From an optimization exercise on the open Yosys and OpenROAD flow, aimed at small area and a short achievable clock period; shortcuts taken in it are not production practice.
Function was checked by simulation only, so behaviour that the tests miss may differ from the original.
Power and IR drop assume default switching activity.

$ cat config.mk
export PLATFORM = sky130hd
export DESIGN_NAME = GPPM
export DESIGN_NICKNAME = GPPM
export VERILOG_FILES = /design/flow/design.v
export SDC_FILE = /design/flow/constraint.sdc
export NUM_CORES = 4
export LEC_CHECK = 0
export ABC_AREA = 1
export CAP_MARGIN = 20
export CORE_MARGIN = 2
export CORE_UTILIZATION = 40
export SLEW_MARGIN = 20
$ cat constraint.sdc
create_clock -name core_clock -period 140.0 [get_ports {clk}]
set_input_delay 28.0000 -clock core_clock [delete_from_list [all_inputs] [get_ports {clk}]]
set_output_delay 28.0000 -clock core_clock [all_outputs]
set_load 0.01 [all_outputs]
$ cat design.v
module ALU(
    input [31:0] a,
    input [31:0] b,
    input [3:0] func,
    output reg [31:0] res,
    output reg isZero
);
    wire f_add  = (func == 4'd0);
    wire f_sub  = (func == 4'd1);
    wire f_mul  = (func == 4'd2);
    wire f_div  = (func == 4'd3);
    wire f_mod  = (func == 4'd4);
    wire f_not  = (func == 4'd8);
    wire f_shl  = (func == 4'd9);
    wire f_shr  = (func == 4'd10);
    wire f_slt  = (func == 4'd11);
    wire f_sltu = (func == 4'd12);
    wire acc   = f_mul | f_shl | f_shr;
    wire dmode = f_div | f_mod;
    wire sub   = f_sub | dmode | f_slt | f_sltu;
    reg  [31:0] a_rev;
    integer i;
    always @(*) for (i = 0; i < 32; i = i + 1) a_rev[i] = a[31 - i];
    wire        bigsh = |b[31:5];
    wire [31:0] oh = bigsh ? 32'd0 : (32'd1 << b[4:0]);
    wire [31:0] bm = f_mul ? b : oh;
    wire [31:0] am = acc ? (f_shr ? a_rev : a) : 32'd0;
    wire [31:0] bx = acc ? 32'd0 : (f_not ? 32'hFFFFFFFF : (b ^ {32{sub}}));
    wire [31:0] q;
    wire [31:0] x [0:32];
    wire [31:0] y0;
    wire        co0;
    wire        sel0;
    assign x[32] = acc ? 32'd0 : a;
    genvar k;
    generate
        for (k = 31; k >= 0; k = k - 1) begin : row
            localparam W = 32 - k;
            wire        hz;
            if (k == 0) begin : nz
                assign hz = 1'b1;
            end else begin : z
                assign hz = ~|b[31:W];
            end
            wire [W-1:0] y = (am[W-1:0] & {W{bm[k]}}) | bx[W-1:0];
            wire [W-1:0] s;
            wire         co;
            addrow #(.W(W)) add (.x(x[k+1][31:k]), .y(y), .cin(sub), .s(s), .cout(co));
            assign q[k] = hz & co;
            wire sel;
            if (k == 0) begin : lo
                assign sel = acc | f_add | f_sub | (dmode & q[k]);
                assign x[k] = sel ? s : x[k+1];
                assign co0 = co;
                assign sel0 = sel;
                assign y0 = y;
            end else begin : hi
                assign sel = acc | (dmode & q[k]);
                assign x[k] = {sel ? s : x[k+1][31:k], x[k+1][k-1:0]};
            end
        end
    endgenerate
    wire [31:0] x1 = x[1];
    wire [31:0] p0 = x1 ^ y0;
    wire [31:0] g0 = x1 & y0;
    wire [31:0] t0 = x1 | y0;
    wire zsum = (p0[0] == sub) & (p0[31:1] == t0[30:0]);
    wire zx1  = ~|x1;
    wire z0   = sel0 ? zsum : zx1;
    reg [31:0] x0_rev;
    always @(*) for (i = 0; i < 32; i = i + 1) x0_rev[i] = x[0][31 - i];
    wire ltu = ~co0;
    wire lts = (a[31] ^ b[31]) ? a[31] : ltu;
    always @ (*) begin
    case (func)
        4'd0:  begin res = x[0];  isZero = z0; end
        4'd1:  begin res = x[0];  isZero = z0; end
        4'd2:  begin res = x[0];  isZero = z0; end
        4'd3:  begin res = q;     isZero = ~|q[31:1] & ~q[0]; end
        4'd4:  begin res = x[0];  isZero = z0; end
        4'd5:  begin res = g0;    isZero = ~|g0; end
        4'd6:   begin res = t0;    isZero = ~|t0; end
        4'd7:  begin res = p0;    isZero = ~|p0; end
        4'd8:  begin res = p0;    isZero = ~|p0; end
        4'd9:  begin res = x[0];  isZero = z0; end
        4'd10:  begin res = x0_rev; isZero = z0; end
        4'd11:  begin res = {31'h0, lts};  isZero = ~lts; end
        4'd12: begin res = {31'h0, ltu};  isZero = ~ltu; end
        default: begin res = 32'h0; isZero = 1'b1; end
    endcase
    end
endmodule
module addrow #(parameter W = 8, parameter KIND = 0) (
    input  [W-1:0] x,
    input  [W-1:0] y,
    input          cin,
    output [W-1:0] s,
    output         cout
);
    localparam L = (W <= 2) ? 1 : (W <= 4) ? 2 : (W <= 8) ? 3 : (W <= 16) ? 4 : 5;
    wire [W-1:0] g0 = x & y;
    wire [W-1:0] p0 = x ^ y;
    wire [W-1:0] gg [0:L];
    wire [W-1:0] pp [0:L];
    assign gg[0] = {g0[W-1:1], g0[0] | (p0[0] & cin)};
    assign pp[0] = p0;
    genvar l, i;
    generate
        for (l = 0; l < L; l = l + 1) begin : lev
            for (i = 0; i < W; i = i + 1) begin : bit_
                if (KIND == 0) begin : skl
                    if ((i >> l) & 1) begin : comb
                        localparam J = ((i >> l) << l) - 1;
                        assign gg[l+1][i] = gg[l][i] | (pp[l][i] & gg[l][J]);
                        assign pp[l+1][i] = pp[l][i] & pp[l][J];
                    end else begin : pass
                        assign gg[l+1][i] = gg[l][i];
                        assign pp[l+1][i] = pp[l][i];
                    end
                end else begin : ks
                    if (i >= (1 << l)) begin : comb
                        assign gg[l+1][i] = gg[l][i] | (pp[l][i] & gg[l][i - (1 << l)]);
                        assign pp[l+1][i] = pp[l][i] & pp[l][i - (1 << l)];
                    end else begin : pass
                        assign gg[l+1][i] = gg[l][i];
                        assign pp[l+1][i] = pp[l][i];
                    end
                end
            end
        end
    endgenerate
    wire [W:0] c = {gg[L], cin};
    assign s = p0 ^ c[W-1:0];
    assign cout = c[W];
endmodule
module RegFile(
    input clk,
    input [3:0] raddr1,
    input [3:0] raddr2,
    input wen,
    input [3:0] waddr,
    input [31:0] wdata,
    output [31:0] rdata1,
    output [31:0] rdata2
);
    reg [31:0] memory [0:15];
    assign rdata1 = memory[raddr1];
    assign rdata2 = memory[raddr2];
    always @ (posedge clk) begin
        if (wen)
            memory[waddr] <= wdata;
    end
endmodule
module GPPM(
    input clk,
    input [3:0] raddr1,
    input [3:0] raddr2,
    input wen,
    input [3:0] waddr,
    input wdsrc,
    input [3:0] func,
    input [31:0] constant,
    input alusrc,
    input [31:0] aluconst,
    output [31:0] outrdata1,
    output isZero
);
    wire [31:0] rdata1;
    wire [31:0] rdata2;
    wire [31:0] wdata;
    wire [31:0] ares;
    wire [31:0] alu_op2;
    assign wdata = (wdsrc)? ares : constant;
    assign outrdata1 = rdata1;
    assign alu_op2 = alusrc? aluconst : rdata2;
    RegFile rf (
        .clk (clk),
        .raddr1 (raddr1),
        .raddr2 (raddr2),
        .wen (wen),
        .waddr (waddr),
        .wdata (wdata),
        .rdata1 (rdata1),
        .rdata2 (rdata2)
    );
    ALU alu (
        .a (rdata1),
        .b (alu_op2),
        .func (func),
        .res (ares),
        .isZero (isZero)
    );
endmodule
$ cat run.sh
#!/bin/bash
# synth_recipe.tcl (not shown) runs the flow's synth.tcl, then flattens the netlist and writes it again
# the make line also repeats each setting of config.mk as NAME=value (left out here)
make -C /OpenROAD-flow-scripts/flow DESIGN_CONFIG=/design/flow/config.mk WORK_HOME=/design/flow/orfs CLKGATE_MAP_FILE= SYNTH_SCRIPT=/design/flow/synth_recipe.tcl finish
==> results of run 1 <==
final cells by class:
class                           count  share of cell area (%)
Timing Repair Buffer              265                    3.47
Antenna cell                        3                  0.0113
Timing Repair inverter              3                  0.0300
Inverter                         1027                    5.91
Clock buffer                       48                    1.74
Multi-Input combinational cell   6788                    61.3
Tap cell                         2058                    3.86
Sequential cell                   512                    23.1
Clock inverter                     33                   0.560
through the flow:
stage | cell area (sq um) | hold slack [ps] | setup WS, ps | utilization, % | total power [mW]
after floorplan | 62900 | 1440 | 9560 | - | 0.958
after global placement | 64900 | 2240 | 5930 | 41.6 | 1.22
after detailed placement | 64900 | 2220 | 4240 | 41.6 | 1.22
after CTS | 66500 | 2230 | 3930 | 42.6 | 1.36
after global routing | 66600 | 2340 | 134 | 42.6 | 1.50
final | 66600 | 2230 | 7100 | 42.7 | 1.38
per-layer routing:
metal / up-vias / global-route usage (%) / routed length (um)
li1: 29313 / - / -
met1: 30101 / 41.7 / 106000
met2: 3342 / 50.9 / 118000
met3: 757 / 4.55 / 26000
met4: 14 / 19.5 / 18800
met5: - / 0 / 103
power groups by stage:
stage / clock network, mW / registers (mW) / logic [mW]
6_report: 0.132 / 0.184 / 1.07
5_1_grt: 0.138 / 0.184 / 1.18
4_1_cts: 0.133 / 0.184 / 1.04
3_5_place_dp: 0 / 0.187 / 1.04
3_3_place_gp: 0 / 0.187 / 1.03
2_1_floorplan: 0 / 0.187 / 0.771
synthesized netlist by cell type, types with 118 or more instances:
cell         n  area, sq um
o211ai_1   128          961
nand2_2    194         1210
mux2i_1    118         1180
ha_1       496         6210
a21oi_1    468         2340
edfxtp_1   512        15400
inv_1      987         3700
xor2_1     187         1640
nand3_1    740         3700
clkbuf_1   271         1020
xnor2_1    120         1050
o21ai_0   1157         5790
nand2_1   2104         7900
fa_1       132         2640
nor2_1     350         1310
worst max-delay path: cells and delay by family:
family                     cells  cell delay, ps
buffers and inverters         51           12820
muxes                          2             840
AOI/OAI and AO/OA             96           20070
and+or+nand+nor              253           28950
adders and majority gates     36           13720
cells in the final DEF, fill, tap and decap left out, types with 145 or more instances in the layout:
| cell type | count |
|---|---|
| a21oi_1 | 460 |
| o21ai_0 | 1135 |
| nand2_1 | 2103 |
| edfxtp_1 | 512 |
| nand3_1 | 740 |
| nor2_1 | 329 |
| inv_1 | 968 |
| nand2_2 | 195 |
| ha_1 | 496 |
| buf_4 | 145 |
| xor2_1 | 187 |
cell families (layout without fill, tap and decap cells):
kind of cell	after synthesis	count (layout)	share of synthesized area [%]
AND/OR/NAND/NOR	3743	3743	27.1
AO/OA/AOI/OAI	1989	1989	17.2
buffers and inverters	1482	1376	11.0
adder cells (fa/ha/maj)	628	628	14.1
flip-flops	512	512	24.5
XOR/XNOR	307	307	4.28
multiplexers	121	121	1.93
other	0	3	0
worst min-delay path by stage:
stage / start / endpoint / slack (ps) / cells after the start
6_report: rf.memory[14][31] / rf.memory[4][0] / 2230 / 13
4_1_cts: rf.memory[14][31] / rf.memory[3][0] / 2230 / 13
2_1_floorplan: rf.memory[0][1] / rf.memory[0][1] / 1440 / 10
3_5_place_dp: rf.memory[14][31] / rf.memory[13][0] / 2220 / 13
5_1_grt: rf.memory[14][31] / rf.memory[8][0] / 2340 / 13
3_3_place_gp: rf.memory[10][31] / rf.memory[12][0] / 2240 / 13
==> summary.txt, run 1 <==
STA
  • Worst slew pin tran: 1210 ps
  • Peak Freq: 0.00752 GHz
  • Final hold vios: 0
  • Setup TNS: 0 ps
  • Tcrit/Tclk final: 94.9%
  • Normalized max-slew margin: 19.2%
  • Slew Viols, Final: 0
  • Post-layout min period: 132900 ps
  • RSZ-0062 raised after global routing: false
  • Setup Viol. Count Final: 0
  • Clock skew: 29.9 ps

Power
  • Internal: 0.624 mW
  • Clock power frac: 9.6%
  • VDD IR max: 0.0119 mV
  • Comb power frac: 77.1%
  • Switch share: 54.8%
  • Net Sw Power: 0.758 mW
  • Sequential fraction of design power: 13.3%
  • Power density cells: 20.7 nW/um^2
  • Leak pwr: 29.5 nW

Die
  • Initial core utilization: 40.2%
  • Total Die Area: 160000 sq um
  • # IOs: 117
  • Number of core rows: 145
  • Die height: 400 um
  • Core area: 156000 sq um
  • Die Wd: 400 um

Final layout
  • Max FFs per register: 512
  • Share of layout cells above drive strength 1: 8.33%
  • Top reg by flops: rf.memory
  • Register area: 15400 sq um
  • Largest regs: rf.memory: 512 flops
  • Area of the multi-input gates: 40900 sq um
  • # fillers: 16091
  • Area Growth Syn to Fin: 5.98%
  • Finished Layout Cells: 10737
  • Total Nets Final: 9353

CTS
  • CTS tree: done
  • Post_cts resized: 0
  • Number of CTS-inserted buffers: 44
  • Clock latency on the worst-skew pair: 600 ps
  • Num Clock Sinks: 512
  • CTS Hold Bufs: 0
  • Post-CTS Setup Bufs: 0
  • Root Buffer Master: clkbuf_16
  • Reg clk slew, reported paths: 70 ps
  • H-tree lvl count: 2
  • Max Buffers Root-to-Sink: 3

Route
  • Starting DRT DRC Count: 7386
  • DRT Pass-1 Iters: 6
  • Via count: 63527
  • Post-DRT Antenna Nets: 0
  • DR DRC count: 0
  • Drt via density: 5.92
  • Routed wire length per instance: 25.1 um
  • Routed WL: 270 mm

Global routing
  • First-pass GRT wire length: 389 mm
  • Total grt overflow: 0
  • Initial antenna violation count: 23
  • GRT Total Usage: 32.2%
  • Number of global-route vias before repair: 59228
  • Largest net degree at the start of global routing: 169

Logic synthesis
  • Yosys cell types: 81
  • Syn nets: 9494
  • Synth warn: 35
  • Cells after synthesis: 8782
  • Asr flop ratio synth: 0%
  • Synthesized area: 62900 sq um
  • Most used DFF post-synth: edfxtp_1
  • EDFF count, synth: 512
  • Seq/Total Area, Yosys: 24.5%
  • #FFs+latches synth: 512
  • Syn_area_per_cell: 7.16 sq um

Place
  • DP Wirelength: 192 mm
  • PortBufs: 116
  • RD Place Congestion: 1.05
  • Cell Count Post-Placement: 10649

Critical path
  • Critical Path RT: 112000 ps
  • Setup crit start kind: primary input
  • CP arrival: 104900 ps
  • RR Endpoint: rf.memory[10][7]
  • Reg2Reg Launch Point: rf.memory[2][31]
  • CP Capture Type: primary output
  • Crit path from: raddr2[1]
  • Top fanout value on the critical path: 61
  • Most used cell, CP: nand2_2
  • R2r worst-path depth: 431
  • End of the critical path: isZero
  • Kind of critical path: primary input to primary output
  • Slowest stage delay, CP: 670 ps
  • Slowest CP cell: o21ai_0
  • R2R setup slack: 63540 ps

Outcome
  • Status: no timing/DRC/antenna violations

Job
  • Max Cap Viol: 0

Hold path
  • Worst Hold Class: flop to flop
==> run 2, diff against run 1 <==
--- a/config.mk
+++ b/config.mk
@@ -10,3 +10,3 @@
 export CORE_MARGIN = 2
-export CORE_UTILIZATION = 40
+export CORE_UTILIZATION = 60
 export SLEW_MARGIN = 20
==> run 2 against run 1 <==
  * Utilization rose by 21 points
  * Wire length shrank 4.5%
  * Die area decreased by 33%
  * Clock-buffer cell count down 4
  * Critical path depth down 17
  * Still clean
  * Critical endpoint unchanged
  * Synthesized area is the same
  * Flip-flop and latch count unchanged
  * Non-clock buffer count down 17
  * Clock power down 4%
  * Final cell count decreased by 6.5%
  * Sequential share of layout area increased by 0.37 points
==> summary.txt, run 2 <==
Logic synthesis
  • Syn nets: 9494 (unchanged)
  • Asr flop ratio synth: 0% (unchanged)
  • Synth warn: 35 (unchanged)
  • Seq/Total Area, Yosys: 24.5% (unchanged)
  • Post-synth top area share: 24.5% (unchanged)
  • Most area-hungry cell type in the Yosys netlist: edfxtp_1
  • Synth cell count leaders: nand2_1 (2104), o21ai_0 (1157), inv_1 (987)
  • Cells after synthesis: 8782 (unchanged)
  • Most used DFF post-synth: edfxtp_1
  • Syn_area_per_cell: 7.16 sq um (unchanged)
  • #FFs+latches synth: 512 (unchanged)
  • EDFF count, synth: 512 (unchanged)
  • Yosys cell types: 81 (unchanged)
  • Area contributors post-synth: edfxtp_1 (24%), nand2_1 (13%), ha_1 (9.9%)
  • Synthesized area: 62900 sq um (unchanged)
  • Most numerous cell in the Yosys netlist: nand2_1

Power
  • Leak pwr: 29.4 nW (-0.35%)
  • Net Sw Power: 0.760 mW (+0.26%)
  • Comb power frac: 77.6% (+0.5 points)
  • Switch share: 54.9% (about the same)
  • VDD IR max: 0.0168 mV (+41%)
  • Sequential fraction of design power: 13.3% (about the same)
  • Clock power frac: 9.1% (-0.5 points)
  • Power density cells: 21.1 nW/um^2 (+1.8%)
  • Internal: 0.625 mW (+0.19%)

Final layout
  • Largest regs: rf.memory: 512 flops
  • Top reg by flops: rf.memory
  • Most frequent cells in the layout: nand2_1 (2103), o21ai_0 (1136), inv_1 (975)
  • Most common cell after layout, fill and taps aside: nand2_1
  • Total Nets Final: 9332 (-0.22%)
  • Final instance area: 65600 sq um (-1.6%)
  • Finished Layout Cells: 10036 (-6.5%)
  • Area Growth Syn to Fin: 4.31%
  • Area of the multi-input gates: 40900 sq um (about the same)
  • Max FFs per register: 512 (unchanged)
  • Share of layout cells above drive strength 1: 7.94% (-0.39 points)
  • # fillers: 9367 (-42%)
  • Register area: 15400 sq um (unchanged)

Route
  • Drt via density: 6.51 (+9.9%)
  • Routed WL: 258 mm (-4.5%)
  • DR DRC count: 0 (unchanged)
  • Starting DRT DRC Count: 9107 (+23%)
  • Routed wire length per instance: 25.7 um (+2.2%)
  • Via count: 65286 (+2.8%)
  • Post-DRT Antenna Nets: 0 (unchanged)
  • DRT Pass-1 Iters: 9 (+3)

Die
  • Number of core rows: 118 (-19%)
  • # IOs: 117 (unchanged)
  • Die height: 328 um (-18%)
  • Initial core utilization: 60.6% (+20 points)
  • Core area: 104000 sq um (-34%)
  • Die Wd: 328 um (-18%)
  • Total Die Area: 107000 sq um (-33%)

CTS
  • Num Clock Sinks: 512 (unchanged)
  • Clock latency on the worst-skew pair: 570 ps (-30 ps)
  • Reg clk slew, reported paths: 70 ps (about the same)
  • Root Buffer Master: clkbuf_16
  • CTS tree: done
  • Number of CTS-inserted buffers: 40 (-9.1%)
  • Max Buffers Root-to-Sink: 3 (unchanged)
  • CTS Hold Bufs: 0 (unchanged)
  • H-tree lvl count: 2 (unchanged)

STA
  • Tcrit/Tclk final: 95.1% (+0.20 points)
  • Setup TNS: 0 ps (unchanged)
  • Final hold vios: 0 (unchanged)
  • Normalized max-slew margin: 22.4% (+3.2 points)
  • Clock skew: 17.8 ps (-12.1 ps)
  • Setup ws final: 6820 ps (-279 ps)
  • Peak Freq: 0.00751 GHz (-0.21%)
  • Post-layout min period: 133180 ps (+279 ps)
  • RSZ-0062 raised after global routing: false
  • Worst slew pin tran: 1160 ps (-51.8 ps)
  • Slew Viols, Final: 0 (unchanged)
  • Setup Viol. Count Final: 0 (unchanged)
  • Worst-case hold slack: 2190 ps (-36.5 ps)

Critical path
  • Slowest stage delay, CP: 740 ps (+70 ps)
  • Reg2Reg Launch Point: rf.memory[8][30]
  • Top fanout value on the critical path: 51 (-16%)
  • Slowest CP cell: buf_4
  • Critical Path RT: 112000 ps (about the same)
  • Delay-heaviest family, CP: simple AND/OR/NAND/NOR gates
  • End of the critical path: isZero
  • Crit path from: alusrc
  • Setup crit start kind: primary input
  • Kind of critical path: primary input to primary output
  • CP Capture Type: primary output
  • R2r worst-path depth: 422 (-2.1%)
  • RR Endpoint: rf.memory[12][16]
  • Critical path depth in cells: 421 (-3.9%)
  • CP Buf/Inv Count: 49 (-3.9%)
  • R2R setup slack: 63100 ps (-440 ps)
  • CP arrival: 105180 ps (+280 ps)
  • Most used cell, CP: nand2_2

Place
  • PortBufs: 116 (unchanged)
  • DP Wirelength: 182 mm (-5.1%)
  • Post-DP Area: 64000 sq um (-1.5%)
  • RD Place Congestion: 1.08 (+3.3%)
  • Pre-CTS setup slack: 5080 ps (+840 ps)
  • Cell Count Post-Placement: 9953 (-6.5%)

Job
  • Max Cap Viol: 0 (unchanged)

Global routing
  • Initial antenna violation count: 8 (-65%)
  • Largest net degree at the start of global routing: 162 (-4.1%)
  • Total grt overflow: 0 (unchanged)
  • First-pass GRT wire length: 375 mm (-3.8%)
  • Number of global-route vias before repair: 60454 (+2.1%)
  • GRT Total Usage: 46.4% (+14 points)

Hold path
  • Worst Hold Class: flop to flop

Outcome
  • Status: no timing/DRC/antenna violations
-- run 2: cell counts after synthesis --
Identical to the previous run, type by type.
-- run 2: routing by layer --
layer  wire length (um)  part of all wire, %  GRT usage (%)  vias to the layer above
li1                   -                    -              -                    29248
met1              91300                   35           57.4                    30136
met2             110000                   43           70.8                     4681
met3              33400                   13           10.5                     1213
met4              23000                  8.9           34.8                        8
met5                 58                0.023              0                        -
-- run 2: power groups by stage --
stage	clock, mW	sequential (mW)	combinational (mW)
final	0.127	0.184	1.07
after global routing	0.131	0.184	1.18
after CTS	0.127	0.184	1.04
after detailed placement	0	0.187	1.04
after global placement	0	0.187	1.02
after floorplan	0	0.187	0.771
-- run 2: cell type report --
type	instances	area share, %
Multi-Input combinational cell	6788	62.3
Tap cell	1380	2.63
Timing Repair Buffer	248	3.36
Inverter	1027	5.98
Timing Repair inverter	3	0.0305
Clock inverter	28	0.620
Clock buffer	44	1.58
Sequential cell	512	23.4
Antenna cell	6	0.0229
-- run 2: worst min path at each step --
stage | startpoint | end | slack, ps | cells past startpoint
2_1_floorplan | rf.memory[0][1] | rf.memory[0][1] | 1440 | 10
3_3_place_gp | rf.memory[4][1] | rf.memory[15][30] | 2120 | 11
3_5_place_dp | rf.memory[10][31] | rf.memory[15][1] | 2130 | 13
4_1_cts | rf.memory[10][31] | rf.memory[5][1] | 2130 | 13
5_1_grt | rf.memory[13][31] | rf.memory[14][1] | 2340 | 13
6_report | rf.memory[14][31] | rf.memory[5][1] | 2190 | 13
-- run 2: repair_timing --
| action | 4_1_cts | 5_1_grt |
|---|---|---|
| setup buffers | 0 | 0 |
| gates resized for setup | 0 | 22 |
| endpoints found under the setup margin | 0 | 1 |
-- run 2: stage by stage --
stage / utilization [%] / power (mW)
CTS: 63.0 / 1.35
detailed placement: 61.7 / 1.22
finish: 63.2 / 1.39
floorplan: - / 0.958
global route: 63.2 / 1.49
global placement: 61.7 / 1.21
-- run 2: logic make-up after synthesis --
kind of cell	Yosys count	synth area share [%]
buffers and inverters	1482	11.0
muxes	121	1.93
xor gates and xnor gates	307	4.28
AOI/OAI and AO/OA	1989	17.2
DFF	512	24.5
and+or+nand+nor	3743	27.1
adders and majority gates	628	14.1
-- run 2: worst reg2reg max path, delay by kind of cell (launching register included) --
| kind | cells | cell delay [ps] |
|---|---|---|
| AOI/OAI and AO/OA | 88 | 19270 |
| adders and majority gates | 36 | 13810 |
| buffers and inverters | 44 | 11540 |
| DFF | 1 | 430 |
| muxes | 2 | 810 |
| and+or+nand+nor | 252 | 30770 |
==> run 3, diff against run 2 <==
--- a/design.v
+++ b/design.v
@@ -47,3 +47,26 @@
             wire         co;
-            addrow #(.W(W)) add (.x(x[k+1][31:k]), .y(y), .cin(sub), .s(s), .cout(co));
+            localparam L = (W <= 2) ? 1 : (W <= 4) ? 2 : (W <= 8) ? 3 : (W <= 16) ? 4 : 5;
+            wire [W-1:0] xi = x[k+1][31:k];
+            wire [W-1:0] g0 = xi & y;
+            wire [W-1:0] p0 = xi ^ y;
+            wire [W-1:0] gg [0:L];
+            wire [W-1:0] pp [0:L];
+            assign gg[0] = {g0[W-1:1], g0[0] | (p0[0] & sub)};
+            assign pp[0] = p0;
+            genvar l, i;
+            for (l = 0; l < L; l = l + 1) begin : lev
+                for (i = 0; i < W; i = i + 1) begin : bit_
+                    if ((i >> l) & 1) begin : comb
+                        localparam J = ((i >> l) << l) - 1;
+                        assign gg[l+1][i] = gg[l][i] | (pp[l][i] & gg[l][J]);
+                        assign pp[l+1][i] = pp[l][i] & pp[l][J];
+                    end else begin : pass
+                        assign gg[l+1][i] = gg[l][i];
+                        assign pp[l+1][i] = pp[l][i];
+                    end
+                end
+            end
+            wire [W:0] c = {gg[L], sub};
+            assign s = p0 ^ c[W-1:0];
+            assign co = c[W];
             assign q[k] = hz & co;
@@ -91,45 +114,2 @@
     end
-endmodule
-module addrow #(parameter W = 8, parameter KIND = 0) (
-    input  [W-1:0] x,
-    input  [W-1:0] y,
-    input          cin,
-    output [W-1:0] s,
-    output         cout
-);
-    localparam L = (W <= 2) ? 1 : (W <= 4) ? 2 : (W <= 8) ? 3 : (W <= 16) ? 4 : 5;
-    wire [W-1:0] g0 = x & y;
-    wire [W-1:0] p0 = x ^ y;
-    wire [W-1:0] gg [0:L];
-    wire [W-1:0] pp [0:L];
-    assign gg[0] = {g0[W-1:1], g0[0] | (p0[0] & cin)};
-    assign pp[0] = p0;
-    genvar l, i;
-    generate
-        for (l = 0; l < L; l = l + 1) begin : lev
-            for (i = 0; i < W; i = i + 1) begin : bit_
-                if (KIND == 0) begin : skl
-                    if ((i >> l) & 1) begin : comb
-                        localparam J = ((i >> l) << l) - 1;
-                        assign gg[l+1][i] = gg[l][i] | (pp[l][i] & gg[l][J]);
-                        assign pp[l+1][i] = pp[l][i] & pp[l][J];
-                    end else begin : pass
-                        assign gg[l+1][i] = gg[l][i];
-                        assign pp[l+1][i] = pp[l][i];
-                    end
-                end else begin : ks
-                    if (i >= (1 << l)) begin : comb
-                        assign gg[l+1][i] = gg[l][i] | (pp[l][i] & gg[l][i - (1 << l)]);
-                        assign pp[l+1][i] = pp[l][i] & pp[l][i - (1 << l)];
-                    end else begin : pass
-                        assign gg[l+1][i] = gg[l][i];
-                        assign pp[l+1][i] = pp[l][i];
-                    end
-                end
-            end
-        end
-    endgenerate
-    wire [W:0] c = {gg[L], cin};
-    assign s = p0 ^ c[W-1:0];
-    assign cout = c[W];
 endmodule
--- a/config.mk
+++ b/config.mk
@@ -10,3 +10,3 @@
 export CORE_MARGIN = 2
-export CORE_UTILIZATION = 60
+export CORE_UTILIZATION = 65
 export SLEW_MARGIN = 20
==> run 3 against run 2 <==
  * Still clean
  * Register-to-register slack improved by 120 ps
  * Wire length fell by 0.32%
  * Critical path depth fell by 7
  * Clock power is essentially flat
  * Sequential share of layout area up 0.22 points
==> summary.txt, run 3 <==
Logic synthesis
  • Synth warn: 3 (-91%)
  • Most area-hungry cell type in the Yosys netlist: edfxtp_1
  • Syn_area_per_cell: 7.11 sq um (-0.67%)
  • Most used DFF post-synth: edfxtp_1
  • EDFF count, synth: 512 (unchanged)
  • Most numerous cell in the Yosys netlist: nand2_1
  • Synthesized area: 62100 sq um (-1.3%)
  • Post-synth top area share: 24.8% (+0.31 points)
  • #FFs+latches synth: 512 (unchanged)
  • Area contributors post-synth: edfxtp_1 (25%), nand2_1 (13%), ha_1 (10%)
  • Seq/Total Area, Yosys: 24.8% (+0.31 points)
  • Cells after synthesis: 8729 (-0.60%)
  • Syn nets: 9441 (-0.56%)
  • Yosys cell types: 77 (-4.9%)
  • Synth cell count leaders: nand2_1 (2090), o21ai_0 (1169), inv_1 (979)
  • Asr flop ratio synth: 0% (unchanged)

Route
  • Met2 WL post-DR: 105 mm (-4.1%)
  • Post-DRT Antenna Nets: 0 (unchanged)
  • Routed WL: 257 mm (-0.32%)
  • Routed wire length per instance: 26.0 um (+1.3%)
  • Met3 WL: 39.4 mm (+18%)
  • Drt via density: 6.71 (+3.2%)
  • DRT Pass-1 Iters: 9 (unchanged)
  • Starting DRT DRC Count: 11332 (+24%)
  • DR top layer: met5
  • Met1 WL: 86.8 mm (-4.9%)
  • Via count: 66261 (+1.5%)
  • DR DRC count: 0 (unchanged)

Critical path
  • Kind of critical path: primary input to primary output
  • Critical Path RT: 112000 ps (about the same)
  • Most used cell, CP: nand2_2
  • CP arrival: 105200 ps (+20 ps)
  • Reg2Reg Launch Point: rf.memory[3][31]
  • Slowest stage delay, CP: 720 ps (-20 ps)
  • CP Capture Type: primary output
  • Crit path from: raddr2[2]
  • Setup crit start kind: primary input
  • R2R setup slack: 63220 ps (+120 ps)
  • Top fanout value on the critical path: 47 (-7.8%)
  • Slowest CP cell: o21ai_0

Die
  • Core area: 94900 sq um (-8.6%)
  • Number of core rows: 113 (-4.2%)
  • Total Die Area: 98000 sq um (-8.8%)
  • Die height: 313 um (-4.5%)
  • Initial core utilization: 65.4% (+4.9 points)
  • Die Wd: 313 um (-4.5%)
  • # IOs: 117 (unchanged)

Global routing
  • Initial antenna violation count: 12 (+4)
  • First-pass GRT wire length: 377 mm (+0.64%)
  • GRT Total Usage: 50.7% (+4.3 points)
  • Largest net degree at the start of global routing: 152 (-6.2%)
  • Total grt overflow: 0 (unchanged)
  • Number of global-route vias before repair: 61977 (+2.5%)

Power
  • Clock power frac: 9.0% (about the same)
  • Sequential fraction of design power: 13.3% (about the same)
  • Comb power frac: 77.7% (about the same)
  • Net Sw Power: 0.768 mW (+1.0%)
  • VDD IR max: 0.0148 mV (-12%)
  • Internal: 0.620 mW (-0.78%)
  • Switch share: 55.3% (+0.45 points)
  • Leak pwr: 29.2 nW (-0.72%)
  • Power density cells: 21.4 nW/um^2 (+1.1%)

Final layout
  • Max FFs per register: 512 (unchanged)
  • Final instance area: 65000 sq um (-0.92%)
  • Total Nets Final: 9284 (-0.51%)
  • Most common cell after layout, fill and taps aside: nand2_1
  • Share of layout cells above drive strength 1: 7.16% (-0.78 points)
  • Most frequent cells in the layout: nand2_1 (2090), o21ai_0 (1150), inv_1 (969)
  • Area Growth Syn to Fin: 4.67%
  • Largest regs: rf.memory: 512 flops
  • Top reg by flops: rf.memory

Place
  • RD Place Congestion: 1.11 (+2.7%)
  • PortBufs: 116 (unchanged)
  • Post-DP Area: 63500 sq um (-0.77%)
  • DP Wirelength: 177 mm (-2.7%)

CTS
  • Max Buffers Root-to-Sink: 3 (unchanged)
  • Reg clk slew, reported paths: 80 ps (about the same)
  • Root Buffer Master: clkbuf_16
  • CTS Hold Bufs: 0 (unchanged)
  • H-tree lvl count: 2 (unchanged)
  • Number of CTS-inserted buffers: 39 (-2.5%)
  • Clock latency on the worst-skew pair: 570 ps (about the same)
  • Num Clock Sinks: 512 (unchanged)
  • CTS tree: done

Hold path
  • Hold Crit Start: rf.memory[0][31]
  • Worst Hold Class: flop to flop

STA
  • Clock skew: 27.9 ps (+10.1 ps)
  • Post-layout min period: 133200 ps (+21.1 ps)
  • RSZ-0062 raised after global routing: false
  • Final hold vios: 0 (unchanged)
  • Worst slew pin tran: 1240 ps (+82.0 ps)
  • Peak Freq: 0.00751 GHz (about the same)
  • Tcrit/Tclk final: 95.1% (about the same)
  • Normalized max-slew margin: 17.5% (-5.0 points)
  • Slew Viols, Final: 0 (unchanged)
  • Setup Viol. Count Final: 0 (unchanged)
  • Setup TNS: 0 ps (unchanged)

Job
  • Max Cap Viol: 0 (unchanged)

Outcome
  • Status: no timing/DRC/antenna violations
## run 3: what timing repair did
action	in CTS	in global routing
resized for setup	0	17
buffers inserted	0	0
endpoints found under the setup margin	0	1
## run 3: cell type report
class,instances,area [sq um]
Tap cell,1265,1580
Antenna cell,8,20.0
Timing Repair Buffer,259,2260
Sequential cell,512,15400
Inverter,1011,3850
Multi-Input combinational cell,6747,40500
Timing Repair inverter,2,12.5
Clock buffer,45,998
Fill cell,7950,29900
Clock inverter,25,394
## run 3: metrics by stage
| stage | hold WS (ps) | cells | worst slack [ps] | utilization (%) | power [mW] |
|---|---|---|---|---|---|
| floorplan | 1450 | 8729 | 9470 | - | 0.951 |
| detailed placement | 1930 | 9794 | 6540 | 66.9 | 1.22 |
| CTS | 1960 | 9864 | 6150 | 68.4 | 1.35 |
| finish | 2000 | 9874 | 6800 | 68.5 | 1.39 |
| global route | 2110 | 9866 | 23.7 | 68.5 | 1.49 |
| global placement | 1850 | 9793 | 8810 | 66.9 | 1.21 |
## run 3: worst max-delay path: cells and delay by family
family	cells	cell delay, ps
buffers and inverters	44	13610
AOI/OAI and AO/OA	91	21020
adders and majority gates	36	13620
and+or+nand+nor	242	28160
muxes	1	380
## run 3: worst paths after layout
path / to / cells after the start
min: rf.memory[5][0] / 13
min reg2reg: rf.memory[5][0] / 13
max reg2reg: rf.memory[3][9] / 412
max: isZero / 414
## run 3: metal layers
layer  up-vias  GRT usage (%)
met2      5536           74.9
met3      1509           14.5
met1     30089           62.0
met4         6           40.5
met5         -              0
li1      29121              -
## run 3: kinds of logic after synthesis
logic type / Yosys count / share of synthesized area, %
simple gates: 3650 / 26.4
flops: 512 / 24.8
buf+inv: 1470 / 10.4
compound gates: 2037 / 17.8
fa+ha+maj: 628 / 14.3
xor+xnor: 310 / 4.42
mux: 122 / 1.97
## run 3: power groups by stage
stage                     Sequential, mW  Clock (mW)  Combinational, mW
after global placement             0.188           0               1.02
after floorplan                    0.187           0              0.764
after CTS                          0.185       0.123               1.04
after global routing               0.185       0.128               1.18
final                              0.185       0.125               1.08
after detailed placement           0.188           0               1.03
==> run 4, diff against run 3 <==
==> flow/run.sh (new file) <==
#!/bin/bash
# The standard synthesis and layout, with one change to the layout: the port buffers are
# buf_2 (every input and output still gets its own buffer).
set -euo pipefail
here=$(pwd)
bash standard.sh synth > "$here/synth.log" 2>&1
bash standard.sh BUFFER_PORTS_ARGS="-buffer_cell sky130_fd_sc_hd__buf_2" > "$here/layout.log" 2>&1
==> standard.sh (new file) <==
#!/bin/bash
# synth_recipe.tcl (not shown) runs the flow's synth.tcl, then flattens the netlist and writes it again
# the make line also repeats each setting of config.mk as NAME=value (left out here)
make -C /OpenROAD-flow-scripts/flow DESIGN_CONFIG=/design/flow/config.mk WORK_HOME=/design/flow/orfs CLKGATE_MAP_FILE= SYNTH_SCRIPT=/design/flow/synth_recipe.tcl "${@:-finish}"
removed: run.sh
==> run 4 against run 3 <==
  * Still clean on timing, DRC and antenna
  * Via count rose by 1.8%
  * Non-clock buffer count rose by 8
  * Clock skew rose by 2.2 ps
  * Flip-flop and latch count did not move
  * Wire length rose by 2.5%
  * Final cell count rose by 0.18%
  * Clock power fell by 8%
  * Register-to-register slack got worse by 510 ps
  * Sequential share of layout area rose by 0.22 points
  * Critical path type unchanged
==> summary.txt, run 4 <==
Outcome
  • Status: no timing/DRC/antenna violations

STA
  • Worst-case hold slack: 1900 ps (-101 ps)
  • Slew Viols, Final: 0 (unchanged)
  • Normalized max-slew margin: 9.20% (-8.3 points)
  • Final hold vios: 0 (unchanged)
  • Clock skew: 30.1 ps (+2.23 ps)
  • Worst slew pin tran: 1360 ps (+122 ps)
  • RSZ-0062 raised after global routing: false
  • Tcrit/Tclk final: 95.1% (about the same)
  • Setup Viol. Count Final: 0 (unchanged)
  • Setup TNS: 0 ps (unchanged)
  • Post-layout min period: 133170 ps (-31.2 ps)
  • Peak Freq: 0.00751 GHz (about the same)

Logic synthesis
  • Syn nets: 9441 (unchanged)
  • EDFF count, synth: 512 (unchanged)
  • Yosys cell types: 77 (unchanged)
  • Syn_area_per_cell: 7.11 sq um (unchanged)
  • Post-synth top area share: 24.8% (unchanged)
  • Most area-hungry cell type in the Yosys netlist: edfxtp_1
  • Most used DFF post-synth: edfxtp_1
  • Most numerous cell in the Yosys netlist: nand2_1
  • Cells after synthesis: 8729 (unchanged)
  • Seq/Total Area, Yosys: 24.8% (unchanged)
  • #FFs+latches synth: 512 (unchanged)
  • Asr flop ratio synth: 0% (unchanged)
  • Synth cell count leaders: nand2_1 (2090), o21ai_0 (1169), inv_1 (979)
  • Synth warn: 3 (unchanged)
  • Area contributors post-synth: edfxtp_1 (25%), nand2_1 (13%), ha_1 (10%)
  • Synthesized area: 62100 sq um (unchanged)

Critical path
  • Top fanout value on the critical path: 75 (+60%)
  • RR Endpoint: rf.memory[10][7]
  • Critical Path RT: 112000 ps (about the same)
  • Slowest stage delay, CP: 800 ps (+80 ps)
  • CP arrival: 105170 ps (-30 ps)
  • Setup crit start kind: primary input
  • Reg2Reg Launch Point: rf.memory[9][5]
  • R2r worst-path depth: 413 (+0.24%)
  • Slowest CP cell: o21ai_1
  • Kind of critical path: primary input to primary output
  • CP Capture Type: primary output
  • Most used cell, CP: nand2_2
  • R2R setup slack: 62710 ps (-510 ps)

Route
  • DR DRC count: 0 (unchanged)
  • Starting DRT DRC Count: 11609 (+2.4%)
  • Post-DRT Antenna Nets: 0 (unchanged)
  • Routed WL: 263 mm (+2.5%)
  • DRT Pass-1 Iters: 10 (+1)
  • Via count: 67479 (+1.8%)
  • Routed wire length per instance: 26.6 um (+2.3%)
  • Drt via density: 6.82 (+1.7%)

Hold path
  • Worst Hold Depth: 13 (unchanged)
  • Hold Crit Start: rf.memory[11][31]
  • Hold EP: rf.memory[15][0]
  • Worst Hold Class: flop to flop

CTS
  • Reg clk slew, reported paths: 90 ps (about the same)
  • Post-CTS Setup Bufs: 0 (unchanged)
  • Root Buffer Master: clkbuf_16
  • Post_cts resized: 0 (unchanged)
  • CTS Hold Bufs: 0 (unchanged)
  • Num Clock Sinks: 512 (unchanged)
  • Number of CTS-inserted buffers: 38 (-2.6%)
  • H-tree lvl count: 2 (unchanged)
  • Clock latency on the worst-skew pair: 580 ps (about the same)
  • Max Buffers Root-to-Sink: 3 (unchanged)
  • CTS tree: done

Die
  • Initial core utilization: 65.4% (unchanged)
  • # IOs: 117 (unchanged)
  • Total Die Area: 98000 sq um (unchanged)
  • Core area: 94900 sq um (unchanged)
  • Number of core rows: 113 (unchanged)
  • Die height: 313 um (unchanged)
  • Die Wd: 313 um (unchanged)

Job
  • Max Cap Viol: 0 (unchanged)

Place
  • DP Wirelength: 182 mm (+2.5%)
  • PortBufs: 116 (unchanged)
  • RD Place Congestion: 1.08 (-2.4%)

Global routing
  • First-pass GRT wire length: 385 mm (+2.1%)
  • Total grt overflow: 0 (unchanged)
  • GRT Total Usage: 52.0% (+1.3 points)
  • Largest net degree at the start of global routing: 125 (-18%)
  • Number of global-route vias before repair: 63233 (+2.0%)
  • Initial antenna violation count: 17 (+5)

Final layout
  • Top reg by flops: rf.memory
  • Share of layout cells above drive strength 1: 8.49% (+1.3 points)
  • Largest regs: rf.memory: 512 flops
  • Total Nets Final: 9290 (+0.065%)
  • Most common cell after layout, fill and taps aside: nand2_1
  • Max FFs per register: 512 (unchanged)
  • Most frequent cells in the layout: nand2_1 (2089), o21ai_0 (1152), inv_1 (969)
  • Area Growth Syn to Fin: 3.72%

Power
  • Power density cells: 21.4 nW/um^2 (+0.17%)
  • Leak pwr: 29.2 nW (about the same)
  • VDD IR max: 0.0167 mV (+13%)
[run 4: power breakdown]
| part | internal [mW] | switching [mW] |
|---|---|---|
| sequential | 0.183 | 0.00131 |
| combinational | 0.365 | 0.713 |
| clock | 0.0602 | 0.0552 |
| total | 0.609 | 0.769 |
[run 4: metrics by stage]
| stage | utilization (%) | cells | worst slack, ps | cell area, sq um | power [mW] |
|---|---|---|---|---|---|
| 3_5_place_dp | 66.4 | 9800 | 6930 | 63000 | 1.22 |
| 4_1_cts | 67.7 | 9869 | 6580 | 64300 | 1.34 |
| 3_3_place_gp | 66.4 | 9798 | 8710 | 63000 | 1.21 |
| 2_1_floorplan | - | 8729 | 9470 | 62100 | 0.951 |
| 5_1_grt | 67.8 | 9872 | 62.2 | 64300 | 1.48 |
| 6_report | 67.9 | 9892 | 6830 | 64400 | 1.38 |
[run 4: worst max path at each step]
stage | startpoint | end | slack [ps] | cells after the start
2_1_floorplan | raddr1[0] | isZero | 9470 | 484
3_3_place_gp | raddr2[1] | isZero | 8710 | 418
3_5_place_dp | raddr2[1] | isZero | 6930 | 418
4_1_cts | raddr2[1] | isZero | 6580 | 418
5_1_grt | raddr2[0] | isZero | 60 | 428
6_report | raddr2[1] | isZero | 6830 | 414
[run 4: layout make-up]
class	instances	area [sq um]
Multi-Input combinational cell	6747	40500
Antenna cell	20	50.0
Tap cell	1265	1580
Fill cell	7942	30500
Timing Repair Buffer	267	1760
Clock buffer	40	958
Sequential cell	512	15400
Clock inverter	29	315
Timing Repair inverter	1	5.00
Inverter	1011	3840
[run 4: per-layer routing]
metal / global-route usage, % / wire length [um] / vias to the layer above
met5: 0 / 138 / -
met4: 43.7 / 28200 / 18
met3: 16.0 / 40000 / 1812
met2: 77.1 / 108000 / 5970
met1: 61.7 / 87000 / 30507
li1: - / - / 29172
[run 4: worst max-delay path, delay by kind of cell]
| family | cells | cell delay (ps) |
|---|---|---|
| adders and majority gates | 36 | 13260 |
| muxes | 1 | 410 |
| and+or+nand+nor | 230 | 27570 |
| AOI/OAI and AO/OA | 97 | 21780 |
| buffers and inverters | 50 | 13750 |
[run 4: kinds of logic after synthesis]
family / share of synthesized area, %
fa+ha+maj: 14.3
flops: 24.8
xor+xnor: 4.42
simple gates: 26.4
buf+inv: 10.4
mux: 1.97
compound gates: 17.8

[port drivers added, routing unchanged]
The results above use ideal ports. As a check the final layouts listed here were re-extracted and re-timed, cells and wires unchanged. Step 1 sets driving cells, clkbuf_16 on the clock port and buf_2 on the other inputs (assumed; they add their load-dependent delay and slew). Step 2 adds t to the input delays and takes it off the output delays; t is the mean of the earliest and latest rising clock arrival at the registers after step 1. Input paths then give back, and output paths get back, about the clock's delay inside the block. Three values: ideal ports, drivers, drivers and shift; two values: the first two.
run | t (ns) | slack for setup (ns) | hold WS [ns] | worst data-port slew with drivers (ns)
run 1 | 0.643 | 7.096 / 7.071 / 7.071 | 2.226 / 2.226 / 2.226 | 0.08
run 2 | 0.623 | 6.817 / 6.791 / 6.791 | 2.190 / 2.190 / 2.190 | 0.06
run 3 | 0.610 | 6.796 / 6.772 / 6.772 | 2.004 / 2.004 / 2.004 | 0.11
run 4 | 0.631 | 6.827 / 6.775 / 6.775 | 1.903 / 1.903 / 1.903 | 0.11
After both steps setup and hold are still met in every run listed. The setup slack of run 4, which loses most, moves by -0.052 ns with the drivers and by -0.052 ns with both steps.
